This is an optimization exercise on Yosys and OpenROAD, whose aim is a short achievable clock period, not a production implementation. In this exercise RTL edits were held to simulation tests only and were not proved equivalent to the original. No activity file was given, so power comes from the tool's default toggle rates.

Setup of wip/zinc:
==> flow/design.v (excerpt) <==
module timer( input  wire clk,
              input  wire rst,
              input  wire [31:0] addr,
              input  wire [31:0] wdata,
              input  wire [3:0]  wr,
              input  wire        rstrb,
              output wire [31:0] rdata,
              output wire        irq);
Size in the first run: ~2100 cells after synthesis, roughly 100 I/O pins, roughly 0.017 mm2 of cells after synthesis.
==> flow/config.mk <==
export PLATFORM = sky130hd
export DESIGN_NAME = timer
export DESIGN_NICKNAME = timer
export VERILOG_FILES = /design/flow/design.v
export SDC_FILE = /design/flow/constraint.sdc
export NUM_CORES = 4
export LEC_CHECK = 0
export CAP_MARGIN = 20
export CORE_MARGIN = 2
export CORE_UTILIZATION = 40
export SETUP_SLACK_MARGIN = 3.0
export SLEW_MARGIN = 20
export SYNTH_HIERARCHICAL = 1
==> flow/constraint.sdc <==
create_clock -name core_clock -period 4.0 [get_ports {clk}]
set_input_delay 0.8000 -clock core_clock [delete_from_list [all_inputs] [get_ports {clk}]]
set_output_delay 0.8000 -clock core_clock [all_outputs]
set_load 0.01 [all_outputs]
run.sh (not shown) runs the stock make flow with config.mk's settings and CLKGATE_MAP_FILE= SYNTH_SCRIPT=/design/flow/synth_recipe.tcl, a recipe that flattens the netlist after the stock synthesis.
wip/zinc reached the end of the flow, and the finished layout is clean on the timing, DRC and antenna checks.
Setup changes, wip/zinc to wip/juniper
- CORE_UTILIZATION now 50, was 40
- SETUP_SLACK_MARGIN now 2.5, was 3.0
### Flow results
On global-route usage, the lower figure sits with wip/zinc, not wip/juniper. Relative to wip/zinc, area of placed instances has decreased by 0.89% in wip/juniper. Going from wip/zinc to wip/juniper, the per-cell routed wire length was found to have gone down by 0.34 um. Of wip/juniper and wip/zinc, wip/juniper shows the higher clock-buffer cell count, with wip/zinc below it. In the tables for wip/juniper and wip/zinc, relative slew slack reads lower with wip/zinc.
> inputs changed (wip/juniper -> wip/yarrow)
- swapping 50 for 40 in CORE_UTILIZATION
- swapping 2.5 for 1.5 in SETUP_SLACK_MARGIN
Findings:
[compare] base=wip/juniper new=wip/yarrow: via-per-instance ratio decreased by 0.052 relative to the old numbers, die area increased by 24% relative to the old numbers, area occupied by registers closely matched the old numbers.

========
The RTL this note starts from:
==> flow/design.v <==
`timescale 1ns / 1ps
module tmr_cmp8(input wire [7:0] a, input wire [7:0] b, output wire gt, output wire eq);
    wire [7:0] g1 = a & ~b;
    wire [7:0] l1 = ~a & b;
    wire [3:0] g2, l2;
    wire [1:0] g4, l4;
    genvar i;
    generate
        for (i = 0; i < 4; i = i + 1) begin : t2
            assign g2[i] = g1[2*i+1] | ~l1[2*i+1] & g1[2*i];
            assign l2[i] = l1[2*i+1] | ~g1[2*i+1] & l1[2*i];
        end
        for (i = 0; i < 2; i = i + 1) begin : t4
            assign g4[i] = g2[2*i+1] | ~l2[2*i+1] & g2[2*i];
            assign l4[i] = l2[2*i+1] | ~g2[2*i+1] & l2[2*i];
        end
    endgenerate
    assign gt = g4[1] | ~l4[1] & g4[0];
    wire   lt = l4[1] | ~g4[1] & l4[0];
    assign eq = ~gt & ~lt;
endmodule
module tmr_xor(input wire a, input wire b, output wire y);
    assign y = a ^ b;
endmodule
module tmr_rd2(input wire [15:0] ahi, input wire [1:0] aw, input wire rstrb,
               input wire [1:0] m0, input wire [1:0] m1,
               input wire [1:0] c0, input wire [1:0] c1,
               output wire [1:0] rd);
    wire en = (ahi == 16'h4000) & rstrb;
    wire e0 = en & (aw == 2'b00);
    wire e1 = en & (aw == 2'b01);
    wire e2 = en & (aw == 2'b10);
    wire e3 = en & (aw == 2'b11);
    assign rd = ({2{e0}} & m0) | ({2{e1}} & m1) | ({2{e2}} & c0) | ({2{e3}} & c1);
endmodule
module tmr_mux8(input wire s, input wire [7:0] a, input wire [7:0] b, output wire [7:0] y);
    assign y = s ? a : b;
endmodule
module tmr_wdec #(parameter [1:0] W = 2'b00)
                (input wire [15:0] ahi, input wire [1:0] aw, input wire [3:0] wr,
                 output wire [3:0] we);
    assign we = {4{(ahi == 16'h4000) & (aw == W)}} & wr;
endmodule
module timer( input  wire clk,
              input  wire rst,
              input  wire [31:0] addr,
              input  wire [31:0] wdata,
              input  wire [3:0]  wr,
              input  wire        rstrb,
              output wire [31:0] rdata,
              output wire        irq);
    reg [63:0] mtime;
    reg [63:0] mtimecmp;
    reg [7:0]  gt_q;       
    reg [7:0]  eq_q;       
    reg        zero_q;     
    reg        rst_q;      
    genvar k;
    generate
        for (k = 0; k < 16; k = k + 1) begin : rd
            tmr_rd2 u (.ahi(addr[31:16]), .aw(addr[3:2]), .rstrb(rstrb),
                       .m0(mtime[2*k +: 2]), .m1(mtime[32 + 2*k +: 2]),
                       .c0(mtimecmp[2*k +: 2]), .c1(mtimecmp[32 + 2*k +: 2]),
                       .rd(rdata[2*k +: 2]));
        end
    endgenerate
    wire [3:0] we_t0, we_t1, we_c0, we_c1;
    tmr_wdec #(.W(2'b00)) u_wt0 (.ahi(addr[31:16]), .aw(addr[3:2]), .wr(wr), .we(we_t0));
    tmr_wdec #(.W(2'b01)) u_wt1 (.ahi(addr[31:16]), .aw(addr[3:2]), .wr(wr), .we(we_t1));
    tmr_wdec #(.W(2'b10)) u_wc0 (.ahi(addr[31:16]), .aw(addr[3:2]), .wr(wr), .we(we_c0));
    tmr_wdec #(.W(2'b11)) u_wc1 (.ahi(addr[31:16]), .aw(addr[3:2]), .wr(wr), .we(we_c1));
    wire [7:0] wm_t = {we_t1, we_t0};
    wire [7:0] wm_c = {we_c1, we_c0};
    wire [7:0] cy;
    assign cy[0] = 1'b1;
    generate
        for (k = 1; k < 8; k = k + 1) begin : cyb
            assign cy[k] = &mtime[8*k-1:0];
        end
    endgenerate
    wire [63:0] mtime_nxt;
    wire [63:0] cmp_nxt;
    wire [7:0]  gt_nxt, eq_nxt, z_nxt;
    generate
        for (k = 0; k < 8; k = k + 1) begin : byt
            wire [7:0] tb = mtime[8*k +: 8];
            wire [7:0] cb = mtimecmp[8*k +: 8];
            wire [7:0] wb = wdata[8*(k%4) +: 8];
            wire [7:0] ti;
            assign ti[0] = ~tb[0];
            genvar i;
            for (i = 1; i < 8; i = i + 1) begin : ib
                tmr_xor u_x (.a(tb[i]), .b(&tb[i-1:0]), .y(ti[i]));
            end
            assign mtime_nxt[8*k +: 8] = wm_t[k] ? wb : (cy[k] ? ti : tb);
            tmr_mux8 u_cn (.s(wm_c[k]), .a(wb), .b(cb), .y(cmp_nxt[8*k +: 8]));
            wire g0, e0, g1, e1, g2, e2, g3, e3, g4, e4;
            tmr_cmp8 u_pc0 (.a(tb), .b(cb), .gt(g0), .eq(e0));
            tmr_cmp8 u_pc1 (.a(ti), .b(cb), .gt(g1), .eq(e1));
            tmr_cmp8 u_pw0 (.a(tb), .b(wb), .gt(g2), .eq(e2));
            tmr_cmp8 u_pw1 (.a(ti), .b(wb), .gt(g3), .eq(e3));
            tmr_cmp8 u_wc  (.a(wb), .b(cb), .gt(g4), .eq(e4));
            wire pc_g = cy[k] ? g1 : g0;
            wire pc_e = cy[k] ? e1 : e0;
            wire pw_g = cy[k] ? g3 : g2;
            wire pw_e = cy[k] ? e3 : e2;
            assign gt_nxt[k] = wm_t[k] ? g4 : (wm_c[k] ? pw_g : pc_g);
            assign eq_nxt[k] = wm_t[k] ? e4 : (wm_c[k] ? pw_e : pc_e);
            assign z_nxt[k] = wm_c[k] ? ~|wb : ~|cb;
        end
    endgenerate
    always @(posedge clk or posedge rst) begin
        if (rst)
            mtime <= 64'd0;
        else
            mtime <= mtime_nxt;
    end
    always @(posedge clk or posedge rst) begin
        if (rst)
            rst_q <= 1'b1;
        else
            rst_q <= 1'b0;
    end
    always @(posedge clk) begin
        mtimecmp <= cmp_nxt;
        gt_q     <= gt_nxt;
        eq_q     <= eq_nxt;
        zero_q   <= &z_nxt;
    end
    wire [3:0] g2, e2;
    wire [1:0] g4, e4;
    generate
        for (k = 0; k < 4; k = k + 1) begin : ci2
            assign g2[k] = gt_q[2*k+1] | eq_q[2*k+1] & gt_q[2*k];
            assign e2[k] = eq_q[2*k+1] & eq_q[2*k];
        end
        for (k = 0; k < 2; k = k + 1) begin : ci4
            assign g4[k] = g2[2*k+1] | e2[2*k+1] & g2[2*k];
            assign e4[k] = e2[2*k+1] & e2[2*k];
        end
    endgenerate
    wire ge = g4[1] | e4[1] & (g4[0] | e4[0]);
    assign irq = rst_q ? zero_q : ge;
endmodule
clock: 4.0 ns
lec_check: 0
cap_margin: 20
core_margin: 2
core_utilization: 40
setup_slack_margin: 2.5
slew_margin: 20
synth_hierarchical: 1
pre_io_placement_tcl: /design/flow/flow/io.tcl
standard.sh (not shown) runs the stock make flow with config.mk's settings and CLKGATE_MAP_FILE= SYNTH_SCRIPT=/design/flow/synth_recipe.tcl, a recipe that flattens the netlist after the stock synthesis.
==> flow/flow/run.sh <==
#!/bin/bash
# The standard layout, with the read-path pins grouped on one edge of the die
# (flow/io.tcl, sourced just before the pins are placed).
set -euo pipefail
echo "export PRE_IO_PLACEMENT_TCL = $PWD/flow/io.tcl" >> config.mk
bash standard.sh > standard.log 2>&1
==> flow/flow/io.tcl <==
# Pin placement: the bus inputs that decide the read data (addr[31:16],
# addr[3:2], rstrb) and the read data itself share the bottom edge, so that
# the combinational read path does not have to cross the die.
set crit {}
for {set i 16} {$i < 32} {incr i} { lappend crit "addr\[$i\]" }
lappend crit "addr\[2\]" "addr\[3\]" rstrb
for {set i 0} {$i < 32} {incr i} { lappend crit "rdata\[$i\]" }
set_io_pin_constraint -pin_names $crit -region bottom:*
The first run ran to the end with no violations.
Next try:
==> flow/run.sh (new file) <==
#!/bin/bash
# synth_recipe.tcl (not shown) runs the flow's synth.tcl, then flattens the netlist and writes it again
# the make line also repeats each setting of config.mk as NAME=value (left out here)
make -C /OpenROAD-flow-scripts/flow DESIGN_CONFIG=/design/flow/config.mk WORK_HOME=/design/flow/orfs CLKGATE_MAP_FILE= SYNTH_SCRIPT=/design/flow/synth_recipe.tcl finish
- PRE_IO_PLACEMENT_TCL: /design/flow/flow/io.tcl -> unset
- SETUP_SLACK_MARGIN: 2.5 -> 3.5
removed: flow/flow/run.sh
removed: flow/flow/io.tcl
removed: flow/standard.sh
Setup slack degrades by 0.012 ns.
Clock skew rises by 0.0057 ns.
Synthesized area is unchanged.
Power rises by a few percent.
Via count rises by a few percent.
Die area is unchanged.
Next try:
==> flow/flow/run.sh (new file) <==
#!/bin/bash
# The standard layout, with the read-path pins grouped on one edge of the die
# (flow/io.tcl, sourced just before the pins are placed).
set -euo pipefail
echo "export PRE_IO_PLACEMENT_TCL = $PWD/flow/io.tcl" >> config.mk
bash standard.sh > standard.log 2>&1
==> flow/flow/io.tcl (new file) <==
# Pin placement: the bus inputs that decide the read data (addr[31:16],
# addr[3:2], rstrb) and the read data itself share the bottom edge, so that
# the combinational read path does not have to cross the die.
set crit {}
for {set i 16} {$i < 32} {incr i} { lappend crit "addr\[$i\]" }
lappend crit "addr\[2\]" "addr\[3\]" rstrb
for {set i 0} {$i < 32} {incr i} { lappend crit "rdata\[$i\]" }
set_io_pin_constraint -pin_names $crit -region bottom:*
==> flow/standard.sh (new file) <==
#!/bin/bash
# synth_recipe.tcl (not shown) runs the flow's synth.tcl, then flattens the netlist and writes it again
# the make line also repeats each setting of config.mk as NAME=value (left out here)
make -C /OpenROAD-flow-scripts/flow DESIGN_CONFIG=/design/flow/config.mk WORK_HOME=/design/flow/orfs CLKGATE_MAP_FILE= SYNTH_SCRIPT=/design/flow/synth_recipe.tcl "${@:-finish}"
- PRE_IO_PLACEMENT_TCL: unset -> /design/flow/flow/io.tcl
- SETUP_SLACK_MARGIN: 3.5 -> 1.5
removed: flow/run.sh
After rerunning: Synthesized cell count stays the same; global-route usage came out lower by 1.9 points; area after synthesis is unchanged; total power came out lower by a few percent.
Next try:
==> flow/run.sh (new file) <==
#!/bin/bash
# synth_recipe.tcl (not shown) runs the flow's synth.tcl, then flattens the netlist and writes it again
# the make line also repeats each setting of config.mk as NAME=value (left out here)
make -C /OpenROAD-flow-scripts/flow DESIGN_CONFIG=/design/flow/config.mk WORK_HOME=/design/flow/orfs CLKGATE_MAP_FILE= SYNTH_SCRIPT=/design/flow/synth_recipe.tcl finish
- PRE_IO_PLACEMENT_TCL: /design/flow/flow/io.tcl -> unset
- SETUP_SLACK_MARGIN: 1.5 -> 2.5
removed: flow/flow/run.sh
removed: flow/flow/io.tcl
removed: flow/standard.sh
Outcome: Power went up by 2.3%. Design area went up by 3.8%. Routed wire length went down by 2.1%. Global-route usage went up by 0.94 points. Count of clock-buffer cells in the layout went up by 1. Via count went down by about 1%. Non-clock buffer count went up by 6.

## port drivers added, routing unchanged
How much do the figures lean on ideal ports? The routed layouts below were timed once more, with nothing changed but the port constraints. Step 1 assumes that a clkbuf_16 drives the clock port and a buf_2 every other input. Step 2 adds t to the input delays and takes it off the output delays; t is the mean of the earliest and latest rising clock arrival at the registers after step 1. Input paths then give back, and output paths get back, about the clock's delay inside the block. a / b / c = no drivers / after step 1 / after step 2; a / b = the first two.
| run | t, ns | setup slack, ns | worst register clock-pin slew, ns |
|---|---|---|---|
| wip/zinc | 0.514 | 1.122 / 1.046 / 0.902 | 0.07 / 0.07 |
| wip/juniper | 0.506 | 1.059 / 1.006 / 0.851 | 0.07 / 0.07 |
| wip/yarrow | 0.540 | 0.694 / 0.656 / 0.656 | 0.07 / 0.07 |
| the first run of note 2 | 0.516 | 1.108 / 1.027 / 0.806 | 0.07 / 0.07 |
| the second run of note 2 | 0.515 | 1.096 / 1.039 / 0.695 | 0.07 / 0.07 |
| the third run of note 2 | 0.542 | 0.629 / 0.567 / 0.567 | 0.08 / 0.08 |
| the fourth run of note 2 | 0.514 | 1.120 / 1.045 / 0.944 | 0.07 / 0.07 |
After both steps setup and hold are still met in every run listed. The setup slack of the second run of note 2, which loses most, moves by -0.057 ns with the drivers and by -0.401 ns with both steps.
